This design comes from an exercise in tuning for small area and a short achievable clock period on the open sky130 flow, not from production work. The RTL was checked by simulation tests, not by an equivalence proof against the original design. Power is estimated from default activity; no workload was simulated.

==> design/flow/design.v <==
`timescale 1ns / 1ps
module iq (
 input clk,
 input reset,
 input logic [3:0] inserted,
 input logic [6:0] robIdx0,
 input logic [7:0] srcReg0_1,
 input logic [7:0] srcReg0_2,
 input logic [6:0] robIdx1,
 input logic [7:0] srcReg1_1,
 input logic [7:0] srcReg1_2,
 input logic [6:0] robIdx2,
 input logic [7:0] srcReg2_1,
 input logic [7:0] srcReg2_2,
 input logic [6:0] robIdx3,
 input logic [7:0] srcReg3_1,
 input logic [7:0] srcReg3_2,
 input logic executed,
 input logic [7:0] executedReg,
 output logic [2:0] numIssued,
 output logic [6:0] issued0,
 output logic [6:0] issued1,
 output logic [6:0] issued2,
 output logic [6:0] issued3,
 output logic full
);
localparam int N = 32;
logic [N-1:0] vld_q;
logic [N-1:0] r1_q;
logic [N-1:0] r2_q;
logic [6:0]   rob_q [N];
logic [7:0]   t1_q  [N];
logic [7:0]   t2_q  [N];
logic [4:0]   cnt_q;       
logic [3:0]   isel_q [N];
logic [2:0]   nis_q;       
logic [6:0] issued [4];
for (genvar k = 0; k < 4; k++) begin : g_out
    for (genvar b = 0; b < 7; b++) begin : g_bit
        logic [N-1:0] s, d;
        logic [3:0] o8;
        logic [1:0] n16;
        for (genvar i = 0; i < N; i++) begin : g_i
            assign s[i] = isel_q[i][k];
            assign d[i] = rob_q[i][b];
        end
        for (genvar q = 0; q < 4; q++) begin : g_q
            iq_ao8 u_ao (.s(s[8*q +: 8]), .d(d[8*q +: 8]), .o(o8[q]));
        end
        iq_nor2  u_n0 (.a(o8[0]), .b(o8[1]), .y(n16[0]));
        iq_nor2  u_n1 (.a(o8[2]), .b(o8[3]), .y(n16[1]));
        iq_nand2 u_o  (.a(n16[0]), .b(n16[1]), .y(issued[k][b]));
    end
end
assign issued0 = issued[0];
assign issued1 = issued[1];
assign issued2 = issued[2];
assign issued3 = issued[3];
assign numIssued = nis_q;
assign full = (cnt_q > 5'd27);
logic [N-1:0] fre;
assign fre = ~vld_q;
logic [3:0] fsel [N];      
logic [4*N-1:0] fsel_w;
iq_pick u_fpick (.m(fre), .sel(fsel_w), .tot());
always_comb for (int i = 0; i < N; i++) fsel[i] = fsel_w[4*i +: 4];
logic [3:0] ins;
assign ins = inserted & {4{~full}};
logic [2:0] ins_amt;
assign ins_amt = {2'b0, ins[0]} + {2'b0, ins[1]} + {2'b0, ins[2]} + {2'b0, ins[3]};
logic [6:0] p_rob [4];
logic [7:0] p_t1  [4];
logic [7:0] p_t2  [4];
assign p_rob[0] = robIdx0; assign p_t1[0] = srcReg0_1; assign p_t2[0] = srcReg0_2;
assign p_rob[1] = robIdx1; assign p_t1[1] = srcReg1_1; assign p_t2[1] = srcReg1_2;
assign p_rob[2] = robIdx2; assign p_t1[2] = srcReg2_1; assign p_t2[2] = srcReg2_2;
assign p_rob[3] = robIdx3; assign p_t1[3] = srcReg3_1; assign p_t2[3] = srcReg3_2;
logic [N-1:0] iss, keep, vld_n, r1_n, r2_n;
logic [6:0] rob_n [N];
logic [7:0] t1_n  [N];
logic [7:0] t2_n  [N];
always_comb begin
    for (int i = 0; i < N; i++) begin
        iss[i]   = |isel_q[i];
        keep[i]  = vld_q[i] & ~iss[i] & reset;
        vld_n[i] = keep[i] | (|(fsel[i] & ins));
    end
end
logic exn;
assign exn = ~executed;
for (genvar i = 0; i < N; i++) begin : g_slot
    iq_rdy u_r1 (.keep(keep[i]), .r(r1_q[i]), .exn(exn), .t(t1_q[i]), .e(executedReg), .rn(r1_n[i]));
    iq_rdy u_r2 (.keep(keep[i]), .r(r2_q[i]), .exn(exn), .t(t2_q[i]), .e(executedReg), .rn(r2_n[i]));
    for (genvar b = 0; b < 7; b++) begin : g_rob
        iq_dbit u_d (.hold(vld_q[i]), .q(rob_q[i][b]), .sel(fsel[i]),
                     .p({p_rob[3][b], p_rob[2][b], p_rob[1][b], p_rob[0][b]}), .d(rob_n[i][b]));
    end
    for (genvar b = 0; b < 8; b++) begin : g_tag
        iq_dbit u_d1 (.hold(vld_q[i]), .q(t1_q[i][b]), .sel(fsel[i]),
                      .p({p_t1[3][b], p_t1[2][b], p_t1[1][b], p_t1[0][b]}), .d(t1_n[i][b]));
        iq_dbit u_d2 (.hold(vld_q[i]), .q(t2_q[i][b]), .sel(fsel[i]),
                      .p({p_t2[3][b], p_t2[2][b], p_t2[1][b], p_t2[0][b]}), .d(t2_n[i][b]));
    end
end
logic [N-1:0] rn;
assign rn = r1_n & r2_n;
logic [3:0] isel_n [N];
logic [3:0] tot;
logic [2:0] nis_n;
logic [4*N-1:0] isel_w;
iq_pick u_ipick (.m(rn), .sel(isel_w), .tot(tot));
always_comb for (int i = 0; i < N; i++) isel_n[i] = isel_w[4*i +: 4];
assign nis_n = {~(|tot), tot[3] | tot[2], tot[3] | tot[1]};
always_ff @(posedge clk) begin
    if (~reset) begin
        vld_q <= '0;
        cnt_q <= '0;
    end else begin
        vld_q <= vld_n;
        cnt_q <= cnt_q + {2'b0, ins_amt} - {2'b0, numIssued};
    end
    nis_q <= nis_n;
    for (int i = 0; i < N; i++) isel_q[i] <= isel_n[i];
    r1_q <= r1_n;
    r2_q <= r2_n;
    for (int i = 0; i < N; i++) begin
        rob_q[i] <= rob_n[i];
        t1_q[i]  <= t1_n[i];
        t2_q[i]  <= t2_n[i];
    end
end
endmodule
module iq_pick (
 input  logic [31:0]  m,
 output logic [127:0] sel,
 output logic [3:0]   tot
);
logic [3:0] gc [8];         
logic [3:0] go [8];         
logic [3:0] c01, c23, c45, c46, c67, c47;
logic [1:0] l1  [8];        
logic [2:0] l2  [8];
logic [3:0] l3  [8];
iq_grp u_g0 (.m(m[3:0]), .c(gc[0]), .l1(sel[5:4]), .l2(sel[10:8]), .l3(sel[15:12]));
iq_buf u_g0s (.a(m[0]), .y(sel[0]));
assign sel[3:1] = 3'b0;
assign sel[7:6] = 2'b0;
assign sel[11]  = 1'b0;
for (genvar g = 1; g < 8; g++) begin : g_grp
    iq_grp u_g (.m(m[4*g +: 4]), .c(gc[g]), .l1(l1[g]), .l2(l2[g]), .l3(l3[g]));
end
iq_cadd u_p01 (.a(gc[0]), .b(gc[1]), .c(c01));
iq_cadd u_p23 (.a(gc[2]), .b(gc[3]), .c(c23));
iq_cadd u_p45 (.a(gc[4]), .b(gc[5]), .c(c45));
iq_cadd u_p46 (.a(c45),   .b(gc[6]), .c(c46));
iq_cadd u_p02 (.a(c01),   .b(gc[2]), .c(go[3]));
iq_cadd u_p03 (.a(c01),   .b(c23),   .c(go[4]));
iq_cadd u_p04 (.a(go[4]), .b(gc[4]), .c(go[5]));
iq_cadd u_p05 (.a(go[4]), .b(c45),   .c(go[6]));
iq_cadd u_p06 (.a(go[4]), .b(c46),   .c(go[7]));
iq_cadd u_p67 (.a(gc[6]), .b(gc[7]), .c(c67));
iq_cadd u_p47 (.a(c45),   .b(c67),   .c(c47));
iq_cadd u_p07 (.a(go[4]), .b(c47),   .c(tot));
assign go[0] = 4'b0001;
assign go[1] = gc[0];
assign go[2] = c01;
for (genvar g = 1; g < 8; g++) begin : g_sel
    iq_sel0 u_s0 (.go(go[g]), .l(m[4*g]), .s(sel[16*g    +: 4]));
    iq_sel1 u_s1 (.go(go[g]), .l(l1[g]), .s(sel[16*g+4  +: 4]));
    iq_sel2 u_s2 (.go(go[g]), .l(l2[g]), .s(sel[16*g+8  +: 4]));
    iq_cadd u_s3 (.a(go[g]),  .b(l3[g]), .c(sel[16*g+12 +: 4]));
end
endmodule
module iq_grp (
 input  logic [3:0] m,
 output logic [3:0] c,
 output logic [1:0] l1,
 output logic [2:0] l2,
 output logic [3:0] l3
);
logic [2:0] h01, h23;       
logic [3:0] c3;             
logic       m0n;
iq_ha3   u_h01 (.a(m[0]), .b(m[1]), .h(h01));
iq_ha3   u_h23 (.a(m[2]), .b(m[3]), .h(h23));
iq_cadd3 u_c   (.a(h01), .b(h23), .c(c));
iq_cinc  u_c3  (.a(h01), .b(m[2]), .c(c3));
iq_inv  u_m0n (.a(m[0]), .y(m0n));
iq_and2 u_l10 (.a(m0n), .b(m[1]), .y(l1[0]));
iq_and2 u_l11 (.a(m[0]), .b(m[1]), .y(l1[1]));
for (genvar k = 0; k < 3; k++) begin : g_l2
    iq_and2 u_l2 (.a(h01[k]), .b(m[2]), .y(l2[k]));
end
for (genvar k = 0; k < 4; k++) begin : g_l3
    iq_and2 u_l3 (.a(c3[k]), .b(m[3]), .y(l3[k]));
end
endmodule
module iq_ha3 (
 input  logic       a,
 input  logic       b,
 output logic [2:0] h
);
iq_nor2 u_0 (.a(a), .b(b), .y(h[0]));
iq_xor2 u_1 (.a(a), .b(b), .y(h[1]));
iq_and2 u_2 (.a(a), .b(b), .y(h[2]));
endmodule
module iq_cinc (
 input  logic [2:0] a,
 input  logic       b,
 output logic [3:0] c
);
logic bn;
iq_inv   u_bn (.a(b), .y(bn));
iq_and2  u_0  (.a(bn), .b(a[0]), .y(c[0]));
iq_ao2   u_1  (.a(b), .b(a[0]), .c(bn), .d(a[1]), .y(c[1]));
iq_ao2   u_2  (.a(b), .b(a[1]), .c(bn), .d(a[2]), .y(c[2]));
iq_and2  u_3  (.a(b), .b(a[2]), .y(c[3]));
endmodule
module iq_cadd3 (
 input  logic [2:0] a,
 input  logic [2:0] b,
 output logic [3:0] c
);
iq_and2 u_0 (.a(a[0]), .b(b[0]), .y(c[0]));
iq_ao2  u_1 (.a(a[0]), .b(b[1]), .c(a[1]), .d(b[0]), .y(c[1]));
iq_ao3  u_2 (.a(a[0]), .b(b[2]), .c(a[1]), .d(b[1]), .e(a[2]), .f(b[0]), .y(c[2]));
iq_ao2  u_3 (.a(a[1]), .b(b[2]), .c(a[2]), .d(b[1]), .y(c[3]));
endmodule
module iq_cadd (
 input  logic [3:0] a,
 input  logic [3:0] b,
 output logic [3:0] c
);
iq_and2 u_0 (.a(a[0]), .b(b[0]), .y(c[0]));
iq_ao2  u_1 (.a(a[0]), .b(b[1]), .c(a[1]), .d(b[0]), .y(c[1]));
iq_ao3  u_2 (.a(a[0]), .b(b[2]), .c(a[1]), .d(b[1]), .e(a[2]), .f(b[0]), .y(c[2]));
iq_ao4  u_3 (.a(a[0]), .b(b[3]), .c(a[1]), .d(b[2]), .e(a[2]), .f(b[1]), .g(a[3]), .h(b[0]), .y(c[3]));
endmodule
module iq_sel0 (
 input  logic [3:0] go,
 input  logic       l,
 output logic [3:0] s
);
for (genvar k = 0; k < 4; k++) begin : g_k
    iq_and2 u_s (.a(go[k]), .b(l), .y(s[k]));
end
endmodule
module iq_sel1 (
 input  logic [3:0] go,
 input  logic [1:0] l,
 output logic [3:0] s
);
iq_and2 u_0 (.a(go[0]), .b(l[0]), .y(s[0]));
iq_ao2  u_1 (.a(go[0]), .b(l[1]), .c(go[1]), .d(l[0]), .y(s[1]));
iq_ao2  u_2 (.a(go[1]), .b(l[1]), .c(go[2]), .d(l[0]), .y(s[2]));
iq_ao2  u_3 (.a(go[2]), .b(l[1]), .c(go[3]), .d(l[0]), .y(s[3]));
endmodule
module iq_sel2 (
 input  logic [3:0] go,
 input  logic [2:0] l,
 output logic [3:0] s
);
iq_and2 u_0 (.a(go[0]), .b(l[0]), .y(s[0]));
iq_ao2  u_1 (.a(go[0]), .b(l[1]), .c(go[1]), .d(l[0]), .y(s[1]));
iq_ao3  u_2 (.a(go[0]), .b(l[2]), .c(go[1]), .d(l[1]), .e(go[2]), .f(l[0]), .y(s[2]));
iq_ao3  u_3 (.a(go[1]), .b(l[2]), .c(go[2]), .d(l[1]), .e(go[3]), .f(l[0]), .y(s[3]));
endmodule
module iq_ao2 (input logic a, input logic b, input logic c, input logic d, output logic y);
logic x0, x1;
iq_nand2 u_0 (.a(a), .b(b), .y(x0));
iq_nand2 u_1 (.a(c), .b(d), .y(x1));
iq_nand2 u_y (.a(x0), .b(x1), .y(y));
endmodule
module iq_ao3 (input logic a, input logic b, input logic c, input logic d,
               input logic e, input logic f, output logic y);
logic x0, x1, x2;
iq_nand2 u_0 (.a(a), .b(b), .y(x0));
iq_nand2 u_1 (.a(c), .b(d), .y(x1));
iq_nand2 u_2 (.a(e), .b(f), .y(x2));
iq_nand3 u_y (.a(x0), .b(x1), .c(x2), .y(y));
endmodule
module iq_ao4 (input logic a, input logic b, input logic c, input logic d,
               input logic e, input logic f, input logic g, input logic h, output logic y);
logic x0, x1, x2, x3;
iq_nand2 u_0 (.a(a), .b(b), .y(x0));
iq_nand2 u_1 (.a(c), .b(d), .y(x1));
iq_nand2 u_2 (.a(e), .b(f), .y(x2));
iq_nand2 u_3 (.a(g), .b(h), .y(x3));
iq_nand4 u_y (.a(x0), .b(x1), .c(x2), .d(x3), .y(y));
endmodule
module iq_buf (input logic a, output logic y);
assign y = a;
endmodule
module iq_inv (input logic a, output logic y);
assign y = ~a;
endmodule
module iq_and2 (input logic a, input logic b, output logic y);
assign y = a & b;
endmodule
module iq_xor2 (input logic a, input logic b, output logic y);
assign y = a ^ b;
endmodule
module iq_nand3 (input logic a, input logic b, input logic c, output logic y);
assign y = ~(a & b & c);
endmodule
module iq_nand4 (input logic a, input logic b, input logic c, input logic d, output logic y);
assign y = ~(a & b & c & d);
endmodule
module iq_ao8 (
 input  logic [7:0] s,
 input  logic [7:0] d,
 output logic       o
);
assign o = |(s & d);
endmodule
module iq_nor2 (input logic a, input logic b, output logic y);
assign y = ~(a | b);
endmodule
module iq_nand2 (input logic a, input logic b, output logic y);
assign y = ~(a & b);
endmodule
module iq_dbit (
 input  logic       hold,
 input  logic       q,
 input  logic [3:0] sel,
 input  logic [3:0] p,
 output logic       d
);
assign d = (hold & q) | (sel[0] & p[0]) | (sel[1] & p[1]) | (sel[2] & p[2]) | (sel[3] & p[3]);
endmodule
module iq_rdy (
 input  logic       keep,
 input  logic       r,
 input  logic       exn,
 input  logic [7:0] t,
 input  logic [7:0] e,
 output logic       rn
);
assign rn = keep & (r | ~(exn | (|(t ^ e))));
endmodule
==> design/flow/flow/run.sh <==
#!/bin/bash
# The standard layout (standard.sh, standard synthesis unchanged), with
# timing repair aimed at a setup margin of 12 ns (a period near 6 ns) instead
# of the design's 18 ns, and a repair_design pass after global route's timing
# repair (post_grt.tcl) so that no max-slew or max-cap violation is left.
set -euo pipefail
F="$(pwd)/flow"
bash standard.sh SETUP_SLACK_MARGIN=12 POST_GLOBAL_ROUTE_TCL="$F/post_grt.tcl" finish > standard_flow.log 2>&1
==> design/flow/flow/post_grt.tcl <==
# Timing repair in global_route.tcl can leave max-slew or max-capacitance
# violations behind it; repair them and re-route the nets that changed.
global_route -start_incremental
repair_design_helper
detailed_placement
global_route -end_incremental
estimate_parasitics -global_routing
write_guides $::env(RESULTS_DIR)/route.guide
==> design/flow/standard.sh <==
#!/bin/bash
# synth_recipe.tcl (not shown) runs the flow's synth.tcl, then flattens the netlist and writes it again
# the make line also repeats each setting of config.mk as NAME=value (left out here)
make -C /OpenROAD-flow-scripts/flow DESIGN_CONFIG=/design/flow/config.mk WORK_HOME=/design/flow/orfs CLKGATE_MAP_FILE= SYNTH_SCRIPT=/design/flow/synth_recipe.tcl "${@:-finish}"
==> design/flow/config.mk <==
export PLATFORM = sky130hd
export DESIGN_NAME = iq
export DESIGN_NICKNAME = iq
export VERILOG_FILES = /design/flow/design.v
export SDC_FILE = /design/flow/constraint.sdc
export NUM_CORES = 8
export LEC_CHECK = 0
export CAP_MARGIN = 40
export CORE_MARGIN = 2
export CORE_UTILIZATION = 50
export SLEW_MARGIN = 40
export SYNTH_HIERARCHICAL = 1
export SYNTH_MINIMUM_KEEP_SIZE = 0
==> design/flow/constraint.sdc <==
create_clock -name core_clock -period 18.0 [get_ports {clk}]
set_input_delay 3.6000 -clock core_clock [delete_from_list [all_inputs] [get_ports {clk}]]
set_output_delay 3.6000 -clock core_clock [all_outputs]
set_load 0.01 [all_outputs]
==> reports/results.txt, run 1 <==
Clock Skew = 25.4 ps
grt ovf = 0
global-route usage over all layers = 51.6%
leakage = 27.3 nW
drc violations = 0
CP max-delay cell = nor3_2
Max Slew Vio Count = 0
H-tree Lvls = 3
CTS tree = built
final worst-path cycle share = 34.4%
Comb pwr share = 18.8%
kind of critical path = in -> reg
ratio of cells with drive above 1 in the final layout = 13.4%
final worst slack = 11810 ps
CP delay by family, top = simple AND/OR/NAND/NOR gates
Sw Pwr = 1.94 mW
Num CTS Buffers = 111
DRT Pass-1 Iters = 14
Post-Syn Instances = 6364
I/O Buffers = 138
Fin. Hold Viols = 0
Seq. cell area = 19500 sq um
syn_area_per_cell = 8.63 sq um
Fillers = 9714
clock transition at the registers of the reported paths = 60 ps
hold-fix buffer count after cts = 0
DR WL/cell = 36.8 um
Clk Latency, worst-skew pair = 740 ps
fmax = 0.161 GHz
Most common cell on crit path = nand2_2
switching share of total power = 32.4%
Worst setup SP type = input port
area used by multi-input combinational logic = 36500 sq um
Initial Utilization = 50.4%
Hold Path Class = reg -> reg
Worst-Margin Slew = 898 ps
die width = 335 um
post-route ant nets = 0
RePlAce Congestion = 1.05
Peak VDD IR = 0.128 mV
CTS root buf = clkbuf_16
Setup-failing EPs final = 0
clock share of power = 40.3%
PostCTS Resize Cnt = 346
Tot Pwr = 5.98 mW
commonest non-fill, non-tap cells in the layout = nand2_1 (1525), a22oi_1 (1204), dfxtp_1 (878)
status = timing/DRC/antenna clean
commonest non-fill, non-tap cell in the layout = nand2_1
Layout area overhead = 19.3%
Setup Slack @ Placement = 9730 ps
Internal = 4.04 mW
Worst Path Buf+Inv = 4
Die Ht = 335 um
final WL = 307000 um
WP data required = 18650 ps
initial antenna violation count = 8
number of DRC markers in iteration 0 = 14.8k
Post-CTS Setup Inserts = 37
max-cap violations = 0
Power Density = 91.2 nW/um^2
Tmin final = 6190 ps
Via density = 7.88
Post-DP HPWL = 175000 um
synth warn = 36
post-route setup TNS = 0 ps
area of the core = 109000 sq um
global-route wire length before repair = 430000 um
Cell Area, Placed = 59200 sq um
Mapped Area = 54900 sq um
pin count of the biggest net entering global routing = 35
hold slack = 466 ps
# IOs = 139
largest stage delay on the critical path = 480 ps
Sequential Power Share = 40.8%
worst-path cell chain = buf_6 -> buf_16 -> xor2_1 -> nor3_2 -> a32o_1 -> and2_4 -> xor2_4 -> nand2_2 -> nand3_4 -> nand2_2 -> nand4_1 -> buf_6 -> nand2_2 -> nand4_1 -> buf_6 -> nand2_2 -> nand4_1 -> or2_4 -> nor3_2
Layout Nets = 6949
post-route cell area = 65500 sq um
Die ar. = 112000 sq um
vias in the first global route = 61.4k
critical path capture point type = flip-flop
slew margin rel. = 40.1%
Via Count = 65.7k
critical path fanouts, max = 29
# rows = 121
Longest Clk Path Bufs = 3
Worst EP arrival = 6850 ps
TritonCTS sink count = 968
area by class of cell:
class / instances / share of cell area, %
inverters: 74 / 0.449
multi-input cells: 5292 / 55.7
clock inverters: 46 / 0.844
clock buffers: 161 / 5.02
diodes: 3 / 0.0115
flip-flops and latches: 968 / 29.8
repair buffers: 382 / 5.46
well taps: 1414 / 2.70
power groups by stage:
| stage | Combinational (mW) | Sequential (mW) | Clock [mW] |
|---|---|---|---|
| 3_3_place_gp | 0.983 | 2.47 | 0 |
| 2_1_floorplan | 0.516 | 2.44 | 0 |
| 3_5_place_dp | 0.999 | 2.47 | 0 |
| 4_1_cts | 1.05 | 2.43 | 2.40 |
| 6_report | 1.13 | 2.44 | 2.41 |
per-stage QoR:
stage                     utilization, %  cells
after floorplan                        -   6374
after global placement              54.1   8044
after detailed placement            54.4   8044
after CTS                           59.4   8304
final                               60.2   8340
worst register-to-register path, stage by stage (launching register included):
cell and delay [ps]:
dfxtp_2 700, inv_1 310, xor2_1 240, nand2_1 90
nand3_1 290, nand2_1 170, nand3_1 500, nand2_1 240
nand3_1 630, nand2_1 280, nand3_1 260, nand2_1 140
nand3_1 390, buf_4 390, a22o_1 210, a221oi_1 200
a21oi_1 60, o21a_1 170
sequential cells by signal, summed over array words and instances (netlist names):
name and cells:
rob_q 224, isel_q 128, nis_q 3, t1_q 256
cnt_q 5, r2_q 32, r1_q 32, vld_q 32
t2_q 256
path summary, 6_finish.rpt:
check | endpoint | depth (start not counted) | startpoint | slack [ps]
min reg2reg | r1_q[23] | 1 | r1_q[23] | 470
max reg2reg | vld_q[30] | 17 | vld_q[2] | 12620
max | nis_q[2] | 19 | executedReg[7] | 11810
min | r1_q[23] | 1 | r1_q[23] | 470
per-layer routing:
| layer | wire length (um) | global-route usage (%) |
|---|---|---|
| met1 | 104000 | 63.1 |
| met2 | 123000 | 72.6 |
| met3 | 51000 | 20.1 |
| met4 | 28700 | 39.1 |
| met5 | 101 | 0.478 |
==> run 2: changes to the inputs <==
--- a/design/flow/design.v
+++ b/design/flow/design.v
@@ -62,7 +62,7 @@
 assign fre = ~vld_q;
 logic [3:0] fsel [N];      
 logic [4*N-1:0] fsel_w;
-iq_pick u_fpick (.m(fre), .sel(fsel_w), .tot());
+iq_pick #(.TOT(0)) u_fpick (.m(fre), .sel(fsel_w), .tot());
 always_comb for (int i = 0; i < N; i++) fsel[i] = fsel_w[4*i +: 4];
 logic [3:0] ins;
 assign ins = inserted & {4{~full}};
@@ -120,7 +120,8 @@
         cnt_q <= cnt_q + {2'b0, ins_amt} - {2'b0, numIssued};
     end
     nis_q <= nis_n;
-    for (int i = 0; i < N; i++) isel_q[i] <= isel_n[i];
+    for (int i = 0; i < N; i++)
+        for (int k = 0; k < 4; k++) isel_q[i][k] <= (k <= i) ? isel_n[i][k] : 1'b0;
     r1_q <= r1_n;
     r2_q <= r2_n;
     for (int i = 0; i < N; i++) begin
@@ -130,7 +131,9 @@
     end
 end
 endmodule
-module iq_pick (
+module iq_pick #(
+ parameter bit TOT = 1      
+) (
  input  logic [31:0]  m,
  output logic [127:0] sel,
  output logic [3:0]   tot
@@ -158,9 +161,13 @@
 iq_cadd u_p04 (.a(go[4]), .b(gc[4]), .c(go[5]));
 iq_cadd u_p05 (.a(go[4]), .b(c45),   .c(go[6]));
 iq_cadd u_p06 (.a(go[4]), .b(c46),   .c(go[7]));
-iq_cadd u_p67 (.a(gc[6]), .b(gc[7]), .c(c67));
-iq_cadd u_p47 (.a(c45),   .b(c67),   .c(c47));
-iq_cadd u_p07 (.a(go[4]), .b(c47),   .c(tot));
+if (TOT) begin : g_tot
+    iq_cadd u_p67 (.a(gc[6]), .b(gc[7]), .c(c67));
+    iq_cadd u_p47 (.a(c45),   .b(c67),   .c(c47));
+    iq_cadd u_p07 (.a(go[4]), .b(c47),   .c(tot));
+end else begin : g_nt
+    assign tot = 4'b0;
+end
 assign go[0] = 4'b0001;
 assign go[1] = gc[0];
 assign go[2] = c01;
==> design/flow/flow/run.sh (replaced) <==
#!/bin/bash
# The standard layout (standard.sh, standard synthesis unchanged) with:
#  - timing repair aimed at a setup margin of 12 ns (a period near 6 ns)
#    instead of the design's 18 ns;
#  - a repair_design pass after global route's timing repair (post_grt.tcl),
#    so that no max-slew or max-cap violation is left;
#  - CTS sink clusters of up to 20 flip-flops within 80 um and no dummy loads,
#    which needs about half the clock buffers.
set -euo pipefail
F="$(pwd)/flow"
bash standard.sh \
  SETUP_SLACK_MARGIN=12 \
  POST_GLOBAL_ROUTE_TCL="$F/post_grt.tcl" \
  "CTS_ARGS=-sink_clustering_enable -repair_clock_nets -dont_use_dummy_load -sink_clustering_size 20 -sink_clustering_max_diameter 80" \
  finish > standard_flow.log 2>&1
--- a/design/flow/config.mk
+++ b/design/flow/config.mk
@@ -7,7 +7,7 @@
 export LEC_CHECK = 0
 export CAP_MARGIN = 40
 export CORE_MARGIN = 2
-export CORE_UTILIZATION = 50
+export CORE_UTILIZATION = 56
 export SLEW_MARGIN = 40
 export SYNTH_HIERARCHICAL = 1
 export SYNTH_MINIMUM_KEEP_SIZE = 0
==> run 2 against run 1 <==
Effect of this change: die area shrank 12%; sequential cell count shrank 6; via count grew 0.61%; critical path type unchanged; synthesized area shrank 1.0%; setup slack improved by 76 ps; largest power group unchanged; sequential power fell by 2%.
==> reports/results.txt, run 2 <==
status = timing/DRC/antenna clean
final WL = 303000 um (-1.2%)
global-route wire length before repair = 419000 um (-2.7%)
TritonCTS sink count = 962 (-0.62%)
CTS root buf = clkbuf_16
Fin. Hold Viols = 0 (unchanged)
CP max-delay cell = clkbuf_16
slew margin rel. = 31.5% (-8.6 points)
DR WL/cell = 37.8 um (+2.8%)
area used by multi-input combinational logic = 36500 sq um (+0.10%)
RePlAce Congestion = 1.07 (+1.9%)
ratio of cells with drive above 1 in the final layout = 12.6% (-0.77 points)
Die ar. = 99500 sq um (-12%)
Worst EP arrival = 6700 ps (-150 ps)
Tmin final = 6120 ps (-76.1 ps)
switching share of total power = 34.4% (+2.0 points)
synth warn = 43 (+19%)
Most common cell on crit path = nand2_1
grt ovf = 0 (unchanged)
leakage = 26.2 nW (-3.9%)
Initial Utilization = 56.3% (+5.9 points)
Fillers = 8306 (-14%)
vias in the first global route = 60.5k (-1.4%)
WP data required = 18590 ps (-60 ps)
Power Density = 76.1 nW/um^2 (-17%)
Peak VDD IR = 0.0908 mV (-29%)
# rows = 114 (-5.8%)
Sequential Power Share = 49.8% (+9.0 points)
PostCTS Resize Cnt = 355 (+2.6%)
Tot Pwr = 4.80 mW (-20%)
Post-CTS Setup Inserts = 37 (unchanged)
Num CTS Buffers = 57 (-49%)
number of DRC markers in iteration 0 = 17.6k (+19%)
Setup-failing EPs final = 0 (unchanged)
Seq. cell area = 19400 sq um (-0.51%)
cell depth of the worst setup path = 17 (-2)
Post-DP HPWL = 171000 um (-2.6%)
Mapped Area = 54300 sq um (-1.0%)
CP delay by family, top = simple AND/OR/NAND/NOR gates
DRT Pass-1 Iters = 15 (+1)
Longest Clk Path Bufs = 3 (unchanged)
Die Ht = 315 um (-5.9%)
H-tree Lvls = 2 (-1)
Via Count = 66.1k (+0.61%)
Clk Latency, worst-skew pair = 780 ps (+40 ps)
post-route setup TNS = 0 ps (unchanged)
CTS tree = built
Sw Pwr = 1.65 mW (-15%)
Worst setup SP type = input port
global-route usage over all layers = 56.9% (+5.3 points)
Layout Nets = 6859 (-1.3%)
commonest non-fill, non-tap cell in the layout = nand2_1
Layout area overhead = 16.1%
max-cap violations = 0 (unchanged)
Regs by FF count = t1_q x256, t2_q x256, rob_q x224
hold-fix buffer count after cts = 0 (unchanged)
Hold Path Class = reg -> reg
post-route ant nets = 0 (unchanged)
clock share of power = 28.0% (-12 points)
I/O Buffers = 138 (unchanged)
# IOs = 139 (unchanged)
critical path fanouts, max = 34 (+17%)
Max Slew Vio Count = 0 (unchanged)
commonest non-fill, non-tap cells in the layout = nand2_1 (1551), a22oi_1 (1162), dfxtp_1 (849)
area of the core = 96400 sq um (-11%)
non-filler instance count after layout = 8016 (-3.9%)
final worst-path cycle share = 34.0% (-0.42 points)
cell depth of the worst flop-to-flop path = 16 (-1)
dpl cells = 7859 (-2.3%)
worst-path cell chain = buf_12 -> clkbuf_16 -> xor2_1 -> nor3_1 -> a32o_1 -> and2_4 -> xor2_2 -> nand2_1 -> nand3_1 -> nand2_1 -> nand3_2 -> nand2_4 -> nand3_4 -> nand2_1 -> nand4_1 -> or2_4 -> nor3_1
largest stage delay on the critical path = 330 ps (-150 ps)
clock transition at the registers of the reported paths = 90 ps (+30 ps)
Worst Path Buf+Inv = 2 (-2)
Comb pwr share = 22.3% (+3.5 points)
Via density = 8.25 (+4.7%)
syn_area_per_cell = 8.63 sq um (about the same)
Post-Syn Instances = 6297 (-1.1%)
initial antenna violation count = 5 (-3)
die width = 315 um (-5.9%)
Hold Path Depth = 1 (unchanged)
pin count of the biggest net entering global routing = 39 (+11%)
Worst-Margin Slew = 1020 ps (+120 ps)
Internal = 3.15 mW (-22%)
kind of critical path = in -> reg
drc violations = 0 (unchanged)
critical path capture point type = flip-flop
fmax = 0.163 GHz (+1.2%)
Clock Skew = 147 ps (+122 ps)
## run 2: per-stage QoR
stage / hold slack, ps / instance area [sq um] / utilization, % / worst slack, ps
floorplan: 435 / 54800 / - / 11540
global placement: 440 / 58200 / 60.4 / 9880
detailed placement: 447 / 58600 / 60.8 / 9780
CTS: 468 / 61700 / 64.0 / 11950
finish: 478 / 63100 / 65.4 / 11880
## run 2: area by class of cell
type / instances / share of cell area, %
Timing Repair inverter: 3 / 0.0674
Tap cell: 1276 / 2.53
Clock buffer: 57 / 2.26
Multi-Input combinational cell: 5278 / 57.9
Timing Repair Buffer: 364 / 5.95
Inverter: 73 / 0.482
Antenna cell: 3 / 0.0119
Sequential cell: 962 / 30.8
## run 2: worst reg2reg max path, cell delays in order, from the launching register on
cell and delay (ps):
dfxtp_1 390, inv_1 260, buf_4 400, xor2_1 250, nand2_1 130, nand3_1 320, nand2_1 180, nand3_1 690
nand2_1 280, nand3_1 520, nand2_1 230, nand3_1 290, nand2_1 170, nand4_1 580, buf_4 470, a222oi_1 290
nand2_1 100
## run 2: worst paths after layout
kind,startpoint,endpoint,slack [ps]
setup reg to reg,vld_q[0],t2_q[27][1],12350
hold / removal,r2_q[8],r2_q[8],480
hold reg to reg,r2_q[8],r2_q[8],480
setup / recovery,executedReg[5],nis_q[2],11880
## run 2: power groups by stage
stage / combinational, mW / clock (mW) / sequential, mW
2_1_floorplan: 0.461 / 0 / 2.40
3_3_place_gp: 0.888 / 0 / 2.43
3_5_place_dp: 0.909 / 0 / 2.43
4_1_cts: 0.945 / 1.31 / 2.38
6_report: 1.07 / 1.34 / 2.39
## run 2: per-layer routing
metal  share of wire [%]  up-vias  track usage [%]
met4                  11        8             45.8
met1                  32    30701             68.2
li1                    -    26322                -
met2                  38     7098             76.8
met3                  19     1997             27.1
met5               0.049        -            0.852
==> run 3: changes to the inputs <==
--- a/design/flow/design.v
+++ b/design/flow/design.v
@@ -33,7 +33,7 @@
 logic [7:0]   t2_q  [N];
 logic [4:0]   cnt_q;       
 logic [3:0]   isel_q [N];
-logic [2:0]   nis_q;       
+logic [3:0]   tot_q;       
 logic [6:0] issued [4];
 for (genvar k = 0; k < 4; k++) begin : g_out
     for (genvar b = 0; b < 7; b++) begin : g_bit
@@ -56,7 +56,7 @@
 assign issued1 = issued[1];
 assign issued2 = issued[2];
 assign issued3 = issued[3];
-assign numIssued = nis_q;
+assign numIssued = {~(|tot_q), tot_q[3] | tot_q[2], tot_q[3] | tot_q[1]};
 assign full = (cnt_q > 5'd27);
 logic [N-1:0] fre;
 assign fre = ~vld_q;
@@ -106,11 +106,9 @@
 assign rn = r1_n & r2_n;
 logic [3:0] isel_n [N];
 logic [3:0] tot;
-logic [2:0] nis_n;
 logic [4*N-1:0] isel_w;
 iq_pick u_ipick (.m(rn), .sel(isel_w), .tot(tot));
 always_comb for (int i = 0; i < N; i++) isel_n[i] = isel_w[4*i +: 4];
-assign nis_n = {~(|tot), tot[3] | tot[2], tot[3] | tot[1]};
 always_ff @(posedge clk) begin
     if (~reset) begin
         vld_q <= '0;
@@ -119,7 +117,7 @@
         vld_q <= vld_n;
         cnt_q <= cnt_q + {2'b0, ins_amt} - {2'b0, numIssued};
     end
-    nis_q <= nis_n;
+    tot_q <= tot;
     for (int i = 0; i < N; i++)
         for (int k = 0; k < 4; k++) isel_q[i][k] <= (k <= i) ? isel_n[i][k] : 1'b0;
     r1_q <= r1_n;
--- a/design/flow/flow/run.sh
+++ b/design/flow/flow/run.sh
@@ -5,11 +5,16 @@
 #  - a repair_design pass after global route's timing repair (post_grt.tcl),
 #    so that no max-slew or max-cap violation is left;
 #  - CTS sink clusters of up to 20 flip-flops within 80 um and no dummy loads,
-#    which needs about half the clock buffers.
+#    which needs about half the clock buffers;
+#  - buf_4 as the port buffer (the default pick is a slow delay cell, which
+#    timing repair cannot swap as it keeps cell footprints).
+# The whole make output goes to standard_flow.log; ORFS keeps each step's log
+# under orfs/logs.
 set -euo pipefail
 F="$(pwd)/flow"
 bash standard.sh \
   SETUP_SLACK_MARGIN=12 \
   POST_GLOBAL_ROUTE_TCL="$F/post_grt.tcl" \
   "CTS_ARGS=-sink_clustering_enable -repair_clock_nets -dont_use_dummy_load -sink_clustering_size 20 -sink_clustering_max_diameter 80" \
+  "BUFFER_PORTS_ARGS=-buffer_cell sky130_fd_sc_hd__buf_4" \
   finish > standard_flow.log 2>&1
==> run 3 against run 2 <==
Effect of this change: non-clock buffer count is 74 lower; critical path depth down 4; global-route usage is 2.2 points lower; clock power about the same; via count fell by 0.43%; sequential cell count rose by 1; sequential share of layout area rose by 0.36 points; synthesized cell count up 1.5%; setup slack improved by 13 ps; register-to-register slack better by 490 ps; still clean; largest power group unchanged; total power rose by 1.3%; critical endpoint is now isel_q[31][3]; hold slack got worse by 9.1 ps.
==> reports/results.txt, run 3 <==
status = timing/DRC/antenna clean
Worst EP arrival = 6670 ps (-30 ps)
# rows = 114 (unchanged)
Hold Path Class = reg -> reg
global-route wire length before repair = 408000 um (-2.6%)
DRT Pass-1 Iters = 17 (+2)
final worst slack = 11900 ps (+12.7 ps)
post-route setup TNS = 0 ps (unchanged)
Post-Syn Instances = 6392 (+1.5%)
Clock Skew = 96.8 ps (-50.5 ps)
die width = 317 um (+0.60%)
Worst-Margin Slew = 973 ps (-44.9 ps)
largest stage delay on the critical path = 430 ps (+100 ps)
Initial Utilization = 56.7% (+0.35 points)
area of the core = 97000 sq um (+0.59%)
leakage = 25.5 nW (-2.6%)
Layout Nets = 6869 (+0.15%)
Clk Latency, worst-skew pair = 750 ps (-30 ps)
Fin. Hold Viols = 0 (unchanged)
TritonCTS sink count = 963 (+0.10%)
Sw Pwr = 1.69 mW (+2.3%)
H-tree Lvls = 2 (unchanged)
Layout area overhead = 12.6%
Die ar. = 101000 sq um (+1.2%)
Mapped Area = 55000 sq um (+1.2%)
Die Ht = 317 um (+0.60%)
CP delay by family, top = simple AND/OR/NAND/NOR gates
post-route cell area = 61900 sq um (-1.9%)
grt ovf = 0 (unchanged)
commonest non-fill, non-tap cell in the layout = nand2_1
Peak VDD IR = 0.113 mV (+24%)
critical path fanouts, max = 26 (-24%)
CTS root buf = clkbuf_16
synth warn = 43 (unchanged)
Cell Area, Placed = 58600 sq um (about the same)
clock transition at the registers of the reported paths = 90 ps (about the same)
Sequential Power Share = 49.4% (-0.4 points)
drc violations = 0 (unchanged)
WP data required = 18570 ps (-20 ps)
Longest Clk Path Bufs = 3 (unchanged)
# IOs = 139 (unchanged)
I/O Buffers = 138 (unchanged)
kind of critical path = in -> reg
hold slack = 469 ps (-9.12 ps)
PostCTS Resize Cnt = 121 (-66%)
Worst setup SP type = input port
clock share of power = 27.9% (about the same)
Num CTS Buffers = 58 (+1.8%)
critical path capture point type = flip-flop
Post-CTS Setup Inserts = 8 (-78%)
slew margin rel. = 35.1% (+3.6 points)
Tmin final = 6100 ps (-12.7 ps)
Tot Pwr = 4.86 mW (+1.3%)
dpl cells = 7896 (+0.47%)
DR WL/cell = 36.7 um (-2.8%)
Setup-failing EPs final = 0 (unchanged)
vias in the first global route = 59.6k (-1.4%)
ratio of cells with drive above 1 in the final layout = 9.31% (-3.3 points)
Via Count = 65.8k (-0.43%)
Setup Slack @ Placement = 9940 ps (+168 ps)
Regs by FF count = t1_q x256, t2_q x256, rob_q x224
number of DRC markers in iteration 0 = 16.5k (-6.3%)
Internal = 3.17 mW (+0.72%)
syn_area_per_cell = 8.60 sq um (-0.29%)
post-route ant nets = 0 (unchanged)
Power Density = 78.5 nW/um^2 (+3.2%)
final worst-path cycle share = 33.9% (-0.071 points)
CP max-delay cell = and2_2
fin util = 63.8% (-1.6 points)
fmax = 0.164 GHz (+0.21%)
switching share of total power = 34.8% (+0.36 points)
final WL = 295000 um (-2.7%)
Via density = 8.20 (-0.56%)
worst-path cell chain = buf_12 -> bufbuf_16 -> xor2_1 -> nor4_1 -> a32o_1 -> and2_2 -> nor2_1 -> and2_1 -> and2_1 -> nand2_1 -> nand4_1 -> nand2_1 -> nand4_1
max-cap violations = 0 (unchanged)
Worst Path Buf+Inv = 2 (unchanged)
pin count of the biggest net entering global routing = 47 (+21%)
RePlAce Congestion = 1.06 (-0.84%)
Max Slew Vio Count = 0 (unchanged)
Post-DP HPWL = 168000 um (-1.5%)
hold-fix buffer count after cts = 0 (unchanged)
non-filler instance count after layout = 8027 (+0.14%)
initial antenna violation count = 10 (+5)
global-route usage over all layers = 54.7% (-2.2 points)
CTS tree = built
Comb pwr share = 22.6% (+0.3 points)
commonest non-fill, non-tap cells in the layout = nand2_1 (1573), a22oi_1 (1213), dfxtp_1 (947)
==> run 3: worst paths after layout <==
check	slack [ps]	depth (start not counted)	end	from
worst max-delay path	11900	13	isel_q[31][3]	executedReg[4]
worst min-delay path	470	1	r1_q[30]	r1_q[30]
worst max register to register	12840	18	vld_q[27]	vld_q[2]
worst min register to register	470	1	r1_q[30]	r1_q[30]
==> run 3: area by class of cell <==
class	count	area (sq um)
multi-input cells	5345	36300
fillers	8429	35100
flip-flops and latches	963	19300
repair buffers	290	2890
well taps	1276	1600
clock buffers	58	1450
inverters	89	364
repair inverters	2	22.5
diodes	4	10.0
==> run 3: power by group through the flow <==
stage / clock network, mW / registers (mW) / logic [mW]
3_3_place_gp: 0 / 2.44 / 0.936
2_1_floorplan: 0 / 2.42 / 0.494
6_report: 1.36 / 2.40 / 1.10
4_1_cts: 1.34 / 2.39 / 0.975
3_5_place_dp: 0 / 2.44 / 0.951
==> run 3: per-layer routing <==
layer	global-route usage (%)	share of wire (%)
met1	64.6	32
met2	76.1	39
met3	23.9	18
met4	45.3	11
met5	0.568	0.040
==> run 4: changes to the inputs <==
--- a/design/flow/design.v
+++ b/design/flow/design.v
@@ -24,7 +24,7 @@
  output logic [6:0] issued3,
  output logic full
 );
-localparam int N = 32;
+localparam int N = 31;      
 logic [N-1:0] vld_q;
 logic [N-1:0] r1_q;
 logic [N-1:0] r2_q;
@@ -37,13 +37,15 @@
 logic [6:0] issued [4];
 for (genvar k = 0; k < 4; k++) begin : g_out
     for (genvar b = 0; b < 7; b++) begin : g_bit
-        logic [N-1:0] s, d;
+        logic [31:0] s, d;
         logic [3:0] o8;
         logic [1:0] n16;
         for (genvar i = 0; i < N; i++) begin : g_i
             assign s[i] = isel_q[i][k];
             assign d[i] = rob_q[i][b];
         end
+        assign s[31] = 1'b0;
+        assign d[31] = 1'b0;
         for (genvar q = 0; q < 4; q++) begin : g_q
             iq_ao8 u_ao (.s(s[8*q +: 8]), .d(d[8*q +: 8]), .o(o8[q]));
         end
@@ -61,9 +63,11 @@
 logic [N-1:0] fre;
 assign fre = ~vld_q;
 logic [3:0] fsel [N];      
-logic [4*N-1:0] fsel_w;
-iq_pick #(.TOT(0)) u_fpick (.m(fre), .sel(fsel_w), .tot());
-always_comb for (int i = 0; i < N; i++) fsel[i] = fsel_w[4*i +: 4];
+logic [127:0] fsel_w;
+iq_pick #(.TOT(0)) u_fpick (.m({1'b0, fre}), .sel(fsel_w), .tot());
+always_comb
+    for (int i = 0; i < N; i++)
+        for (int k = 0; k < 4; k++) fsel[i][k] = (k >= i - 27) ? fsel_w[4*i + k] : 1'b0;
 logic [3:0] ins;
 assign ins = inserted & {4{~full}};
 logic [2:0] ins_amt;
@@ -89,16 +93,17 @@
 logic exn;
 assign exn = ~executed;
 for (genvar i = 0; i < N; i++) begin : g_slot
+    localparam int KMIN = (i > 27) ? i - 27 : 0;    
     iq_rdy u_r1 (.keep(keep[i]), .r(r1_q[i]), .exn(exn), .t(t1_q[i]), .e(executedReg), .rn(r1_n[i]));
     iq_rdy u_r2 (.keep(keep[i]), .r(r2_q[i]), .exn(exn), .t(t2_q[i]), .e(executedReg), .rn(r2_n[i]));
     for (genvar b = 0; b < 7; b++) begin : g_rob
-        iq_dbit u_d (.hold(vld_q[i]), .q(rob_q[i][b]), .sel(fsel[i]),
+        iq_dbit #(.KMIN(KMIN)) u_d (.hold(vld_q[i]), .q(rob_q[i][b]), .sel(fsel[i]),
                      .p({p_rob[3][b], p_rob[2][b], p_rob[1][b], p_rob[0][b]}), .d(rob_n[i][b]));
     end
     for (genvar b = 0; b < 8; b++) begin : g_tag
-        iq_dbit u_d1 (.hold(vld_q[i]), .q(t1_q[i][b]), .sel(fsel[i]),
+        iq_dbit #(.KMIN(KMIN)) u_d1 (.hold(vld_q[i]), .q(t1_q[i][b]), .sel(fsel[i]),
                       .p({p_t1[3][b], p_t1[2][b], p_t1[1][b], p_t1[0][b]}), .d(t1_n[i][b]));
-        iq_dbit u_d2 (.hold(vld_q[i]), .q(t2_q[i][b]), .sel(fsel[i]),
+        iq_dbit #(.KMIN(KMIN)) u_d2 (.hold(vld_q[i]), .q(t2_q[i][b]), .sel(fsel[i]),
                       .p({p_t2[3][b], p_t2[2][b], p_t2[1][b], p_t2[0][b]}), .d(t2_n[i][b]));
     end
 end
@@ -106,8 +111,8 @@
 assign rn = r1_n & r2_n;
 logic [3:0] isel_n [N];
 logic [3:0] tot;
-logic [4*N-1:0] isel_w;
-iq_pick u_ipick (.m(rn), .sel(isel_w), .tot(tot));
+logic [127:0] isel_w;
+iq_pick u_ipick (.m({1'b0, rn}), .sel(isel_w), .tot(tot));
 always_comb for (int i = 0; i < N; i++) isel_n[i] = isel_w[4*i +: 4];
 always_ff @(posedge clk) begin
     if (~reset) begin
@@ -324,14 +329,19 @@
 module iq_nand2 (input logic a, input logic b, output logic y);
 assign y = ~(a & b);
 endmodule
-module iq_dbit (
+module iq_dbit #(
+ parameter int KMIN = 0
+) (
  input  logic       hold,
  input  logic       q,
  input  logic [3:0] sel,
  input  logic [3:0] p,
  output logic       d
 );
-assign d = (hold & q) | (sel[0] & p[0]) | (sel[1] & p[1]) | (sel[2] & p[2]) | (sel[3] & p[3]);
+always_comb begin
+    d = hold & q;
+    for (int k = KMIN; k < 4; k++) d |= sel[k] & p[k];
+end
 endmodule
 module iq_rdy (
  input  logic       keep,
==> run 4 against run 3 <==
Effect of this change: still clean on timing, DRC and antenna; maximum frequency down 0.36%; combinational power is 5% higher; register-to-register slack got worse by 160 ps; count of clock-buffer cells in the layout shrank 1; critical endpoint is now issued2[6].
==> reports/results.txt, run 4 <==
area used by multi-input combinational logic = 34800 sq um (-4.2%)
Via density = 7.95 (-3.0%)
# rows = 112 (-1.8%)
number of DRC markers in iteration 0 = 15.5k (-6.4%)
commonest non-fill, non-tap cell in the layout = nand2_1
global-route wire length before repair = 384000 um (-5.8%)
final worst-path cycle share = 34.0% (+0.12 points)
Worst setup SP type = flip-flop
clock share of power = 27.2% (-0.7 points)
ratio of cells with drive above 1 in the final layout = 9.21% (-0.10 points)
PostCTS Resize Cnt = 132 (+9.1%)
die width = 311 um (-2.1%)
Power Density = 81.1 nW/um^2 (+3.3%)
# IOs = 139 (unchanged)
Sequential Power Share = 48.8% (-0.6 points)
max-cap violations = 0 (unchanged)
Sw Pwr = 1.70 mW (+0.36%)
kind of critical path = reg -> out
DRT Pass-1 Iters = 14 (-3)
Post-DP HPWL = 161000 um (-4.2%)
pin count of the biggest net entering global routing = 40 (-15%)
CTS root buf = clkbuf_16
Hold Path Class = reg -> reg
RePlAce Congestion = 1.03 (-2.5%)
Regs by FF count = t1_q x248, t2_q x248, rob_q x217
Max Slew Vio Count = 0 (unchanged)
vias in the first global route = 56.5k (-5.2%)
Tmin final = 6130 ps (+21.9 ps)
Fin. Hold Viols = 0 (unchanged)
Setup-failing EPs final = 0 (unchanged)
commonest non-fill, non-tap cells in the layout = nand2_1 (1470), a22oi_1 (1164), dfxtp_1 (913)
grt ovf = 0 (unchanged)
switching share of total power = 35.1% (+0.37 points)
critical path capture point type = output pin
I/O Buffers = 138 (unchanged)
Clock Skew = 78.5 ps (-18.3 ps)
initial antenna violation count = 4 (-6)
Peak VDD IR = 0.143 mV (+27%)
leakage = 24.7 nW (-3.3%)
Comb pwr share = 24.0% (+1.4 points)
syn_area_per_cell = 8.61 sq um (about the same)
Mapped Area = 52700 sq um (-4.1%)
Seq. cell area = 18700 sq um (-3.1%)
status = timing/DRC/antenna clean
synth warn = 47 (+9.3%)
Clk Latency, worst-skew pair = 740 ps (about the same)
Via Count = 61.9k (-6.0%)
Post-CTS Setup Inserts = 14 (+6)
Internal = 3.13 mW (-1.3%)
Longest Clk Path Bufs = 3 (unchanged)
Worst EP arrival = 2530 ps (-4140 ps)
Post-Syn Instances = 6123 (-4.2%)
Die ar. = 96600 sq um (-4.1%)
hold-fix buffer count after cts = 0 (unchanged)
area of the core = 93300 sq um (-3.8%)
Die Ht = 311 um (-2.1%)
Tot Pwr = 4.83 mW (-0.71%)
fmax = 0.163 GHz (-0.36%)
drc violations = 0 (unchanged)
global-route usage over all layers = 53.0% (-1.7 points)
clock transition at the registers of the reported paths = 90 ps (about the same)
Fillers = 8136 (-3.5%)
critical path fanouts, max = 8 (-69%)
TritonCTS sink count = 933 (-3.1%)
Layout Nets = 6651 (-3.2%)
post-route setup TNS = 0 ps (unchanged)
H-tree Lvls = 2 (unchanged)
WP data required = 14400 ps (-4170 ps)
Initial Utilization = 56.5% (-0.21 points)
Num CTS Buffers = 57 (-1.7%)
Layout area overhead = 12.9%
post-route ant nets = 0 (unchanged)
slew margin rel. = 45.2% (+10 points)
Worst-Margin Slew = 822 ps (-151 ps)
CTS tree = built
DR WL/cell = 35.1 um (-4.4%)
final WL = 273000 um (-7.3%)
==> run 4: final timing paths <==
kind / start / to / slack, ps / cells after the start
worst min register to register: r2_q[28] / r2_q[28] / 470 / 1
worst max-delay path: isel_q[27][2] / issued2[6] / 11870 / 5
worst max register to register: vld_q[0] / vld_q[23] / 12680 / 17
worst min-delay path: r2_q[28] / r2_q[28] / 470 / 1
==> run 4: power by group through the flow <==
stage	clock network, mW	logic [mW]	registers (mW)
final	1.31	1.16	2.36
after CTS	1.29	1.06	2.34
after detailed placement	0	1.03	2.39
after global placement	0	1.01	2.39
after floorplan	0	0.558	2.36
==> run 4: cell type report <==
cell class / instances / share of cell area (%)
clock buffers: 57 / 2.40
repair inverters: 3 / 0.0505
diodes: 2 / 0.00841
well taps: 1254 / 2.64
multi-input cells: 5162 / 58.4
flip-flops and latches: 933 / 31.4
inverters: 96 / 0.656
repair buffers: 278 / 4.40
==> run 4: metrics by stage <==
step	std cells	area [sq um]	util [%]	worst slack, ps	hold WS [ps]
after CTS	7744	58800	63.0	11980	469
after global placement	7661	56300	60.3	10020	439
after floorplan	6228	53300	-	11680	435
final	7785	59500	63.8	11870	474
after detailed placement	7662	56500	60.5	9920	447
==> run 4: worst max-delay path, stage by stage, from the launching register on <==
cell	delay (ps)
dfxtp_1	490
a22oi_1	280
nand4_1	300
nor2_1	360
nand2_1	220
buf_4	200
==> run 4: layer usage <==
metal  wire length (um)  track usage [%]  part of all wire [%]  vias up
met3              48900             21.8                    18     1605
met5                 30             1.19                 0.011        -
li1                   -                -                     -    25284
met1              90500             64.3                    33    28765
met2             108000             74.3                    40     6259
met4              25800             40.2                   9.4        6
==> run 5: changes to the inputs <==
--- a/design/flow/design.v
+++ b/design/flow/design.v
@@ -94,16 +94,17 @@
 assign exn = ~executed;
 for (genvar i = 0; i < N; i++) begin : g_slot
     localparam int KMIN = (i > 27) ? i - 27 : 0;    
+    localparam int KMAX = (i < 3) ? i : 3;           
     iq_rdy u_r1 (.keep(keep[i]), .r(r1_q[i]), .exn(exn), .t(t1_q[i]), .e(executedReg), .rn(r1_n[i]));
     iq_rdy u_r2 (.keep(keep[i]), .r(r2_q[i]), .exn(exn), .t(t2_q[i]), .e(executedReg), .rn(r2_n[i]));
     for (genvar b = 0; b < 7; b++) begin : g_rob
-        iq_dbit #(.KMIN(KMIN)) u_d (.hold(vld_q[i]), .q(rob_q[i][b]), .sel(fsel[i]),
+        iq_dbit #(.KMIN(KMIN), .KMAX(KMAX)) u_d (.hold(vld_q[i]), .q(rob_q[i][b]), .sel(fsel[i]),
                      .p({p_rob[3][b], p_rob[2][b], p_rob[1][b], p_rob[0][b]}), .d(rob_n[i][b]));
     end
     for (genvar b = 0; b < 8; b++) begin : g_tag
-        iq_dbit #(.KMIN(KMIN)) u_d1 (.hold(vld_q[i]), .q(t1_q[i][b]), .sel(fsel[i]),
+        iq_dbit #(.KMIN(KMIN), .KMAX(KMAX)) u_d1 (.hold(vld_q[i]), .q(t1_q[i][b]), .sel(fsel[i]),
                       .p({p_t1[3][b], p_t1[2][b], p_t1[1][b], p_t1[0][b]}), .d(t1_n[i][b]));
-        iq_dbit #(.KMIN(KMIN)) u_d2 (.hold(vld_q[i]), .q(t2_q[i][b]), .sel(fsel[i]),
+        iq_dbit #(.KMIN(KMIN), .KMAX(KMAX)) u_d2 (.hold(vld_q[i]), .q(t2_q[i][b]), .sel(fsel[i]),
                       .p({p_t2[3][b], p_t2[2][b], p_t2[1][b], p_t2[0][b]}), .d(t2_n[i][b]));
     end
 end
@@ -330,7 +331,8 @@
 assign y = ~(a & b);
 endmodule
 module iq_dbit #(
- parameter int KMIN = 0
+ parameter int KMIN = 0,
+ parameter int KMAX = 3
 ) (
  input  logic       hold,
  input  logic       q,
@@ -340,7 +342,7 @@
 );
 always_comb begin
     d = hold & q;
-    for (int k = KMIN; k < 4; k++) d |= sel[k] & p[k];
+    for (int k = KMIN; k <= KMAX; k++) d |= sel[k] & p[k];
 end
 endmodule
 module iq_rdy (
==> run 5 against run 4 <==
Effect of this change: still clean on timing, DRC and antenna; sequential share of layout area decreased by 0.17 points; clock skew rose by 26 ps; hold slack lost 6.0 ps; synthesized cell count down 1.1%; critical path type unchanged.
==> reports/results.txt, run 5 <==
status = timing/DRC/antenna clean
kind of critical path = reg -> out
clock share of power = 26.9% (-0.3 points)
RePlAce Congestion = 1.05 (+1.9%)
CTS tree = built
# rows = 111 (-0.89%)
Clk Latency, worst-skew pair = 760 ps (+20 ps)
slew margin rel. = 34.8% (-10 points)
Seq. cell area = 18700 sq um (about the same)
global-route usage over all layers = 53.7% (+0.74 points)
DRT Pass-1 Iters = 14 (unchanged)
Mapped Area = 52200 sq um (-0.98%)
fmax = 0.165 GHz (+0.85%)
DR WL/cell = 35.6 um (+1.4%)
leakage = 25.2 nW (+2.0%)
ratio of cells with drive above 1 in the final layout = 10.5% (+1.3 points)
commonest non-fill, non-tap cell in the layout = nand2_1
Max Slew Vio Count = 0 (unchanged)
H-tree Lvls = 2 (unchanged)
Tmin final = 6070 ps (-51.6 ps)
hold slack = 468 ps (-5.97 ps)
Clock Skew = 105 ps (+26.1 ps)
global-route wire length before repair = 380000 um (-1.0%)
vias in the first global route = 55.5k (-1.7%)
synth warn = 50 (+6.4%)
pin count of the biggest net entering global routing = 40 (unchanged)
Hold Path Class = reg -> reg
drc violations = 0 (unchanged)
Post-Syn Instances = 6054 (-1.1%)
Power Density = 81.8 nW/um^2 (+0.80%)
Internal = 3.16 mW (+0.80%)
critical path fanouts, max = 8 (unchanged)
Post-CTS Setup Inserts = 23 (+9)
fin util = 65.1% (+1.3 points)
Num CTS Buffers = 57 (unchanged)
Via density = 7.94 (-0.23%)
Worst setup SP type = flip-flop
Worst-Margin Slew = 978 ps (+156 ps)
Longest Clk Path Bufs = 3 (unchanged)
Layout area overhead = 14.7%
Regs by FF count = t1_q x248, t2_q x248, rob_q x217
switching share of total power = 35.5% (+0.36 points)
initial antenna violation count = 8 (+4)
Sequential Power Share = 48.7% (about the same)
clock transition at the registers of the reported paths = 90 ps (about the same)
number of DRC markers in iteration 0 = 16.0k (+3.8%)
# IOs = 139 (unchanged)
post-route ant nets = 0 (unchanged)
Fillers = 8004 (-1.6%)
commonest non-fill, non-tap cells in the layout = nand2_1 (1426), a22oi_1 (1144), dfxtp_1 (911)
Comb pwr share = 24.4% (+0.4 points)
area used by multi-input combinational logic = 34400 sq um (-0.93%)
final worst-path cycle share = 33.7% (-0.29 points)
Via Count = 61.5k (-0.69%)
Fin. Hold Viols = 0 (unchanged)
grt ovf = 0 (unchanged)
I/O Buffers = 138 (unchanged)
Sw Pwr = 1.74 mW (+2.4%)
Post-DP HPWL = 156000 um (-3.0%)
post-route setup TNS = 0 ps (unchanged)
max-cap violations = 0 (unchanged)
Worst EP arrival = 2470 ps (-60 ps)
Setup-failing EPs final = 0 (unchanged)
area of the core = 91900 sq um (-1.5%)
Initial Utilization = 56.8% (+0.29 points)
syn_area_per_cell = 8.62 sq um (+0.15%)
Setup Slack @ Placement = 9870 ps (-58.2 ps)
Tot Pwr = 4.89 mW (+1.4%)
Layout Nets = 6622 (-0.44%)
critical path capture point type = output pin
TritonCTS sink count = 933 (unchanged)
CTS root buf = clkbuf_16
final WL = 276000 um (+0.97%)
final worst slack = 11930 ps (+51.6 ps)
Die Ht = 309 um (-0.49%)
die width = 309 um (-0.49%)
PostCTS Resize Cnt = 156 (+18%)
hold-fix buffer count after cts = 0 (unchanged)
WP data required = 14400 ps (about the same)
Peak VDD IR = 0.136 mV (-5.1%)
Die ar. = 95700 sq um (-0.97%)
==> run 5: layer usage <==
metal	global-route usage (%)	share of wire, %
met1	65.4	33
met2	75.2	39
met3	22.7	18
met4	39.9	10
met5	0.152	0.076
==> run 5: per-stage QoR <==
step | cells | instance area, sq um
floorplan | 6159 | 52800
detailed placement | 7568 | 55900
global placement | 7568 | 55700
finish | 7749 | 59800
CTS | 7658 | 58400
==> run 5: worst paths after layout <==
check	endpoint	cells past startpoint	slack, ps	from
hold reg to reg	r1_q[25]	1	470	r1_q[25]
setup / recovery	issued1[2]	5	11930	isel_q[16][1]
hold / removal	r1_q[25]	1	470	r1_q[25]
setup reg to reg	vld_q[22]	18	12380	vld_q[0]
==> run 5: worst max-delay path, cell delays in order (launching register included) <==
cell,delay [ps]
dfxtp_1,410
a22oi_1,400
nand4_1,130
nor2_1,360
nand2_1,270
buf_4,220
==> run 5: area by class of cell <==
cell class / instances / share of cell area [%]
repair buffers: 320 / 5.40
multi-input cells: 5070 / 57.6
diodes: 6 / 0.0251
inverters: 119 / 0.774
clock buffers: 57 / 2.38
flip-flops and latches: 933 / 31.3
repair inverters: 1 / 0.0125
well taps: 1243 / 2.60
==> run 5: power by group through the flow <==
stage / clock [mW] / sequential [mW] / combinational, mW
floorplan: 0 / 2.38 / 0.557
global placement: 0 / 2.42 / 1.02
detailed placement: 0 / 2.42 / 1.04
CTS: 1.30 / 2.37 / 1.07
finish: 1.32 / 2.38 / 1.19

## static timing again, ports no longer ideal
How much do the figures lean on ideal ports? The routed layouts below were timed once more, with nothing changed but the port constraints.
Step 1 assumes that a clkbuf_16 drives the clock port and a buf_2 every other input.
Step 2 moves the port delays by t, midway between the first and last clock arrival at a register: inputs arrive t later, outputs are due t later. That takes back most of the time a late clock gives input paths.
a / b / c = ideal ports / drivers / drivers and shift; a / b = the first two.
| run | t, ns | slack for setup (ns) | cell pins on the clock port's net |
|---|---|---|---|
| run 1 | 0.816 | 11.807 / 11.791 / 10.976 | 1 |
| run 2 | 0.789 | 11.883 / 11.764 / 10.975 | 1 |
| run 3 | 0.788 | 11.896 / 11.842 / 11.064 | 1 |
| run 4 | 0.778 | 11.874 / 11.792 / 11.133 | 1 |
| run 5 | 0.785 | 11.925 / 11.851 / 11.082 | 1 |
After both steps every run listed still meets setup and hold. The setup slack of run 2, which loses most, moves by -0.119 ns with the drivers and by -0.908 ns with both steps.
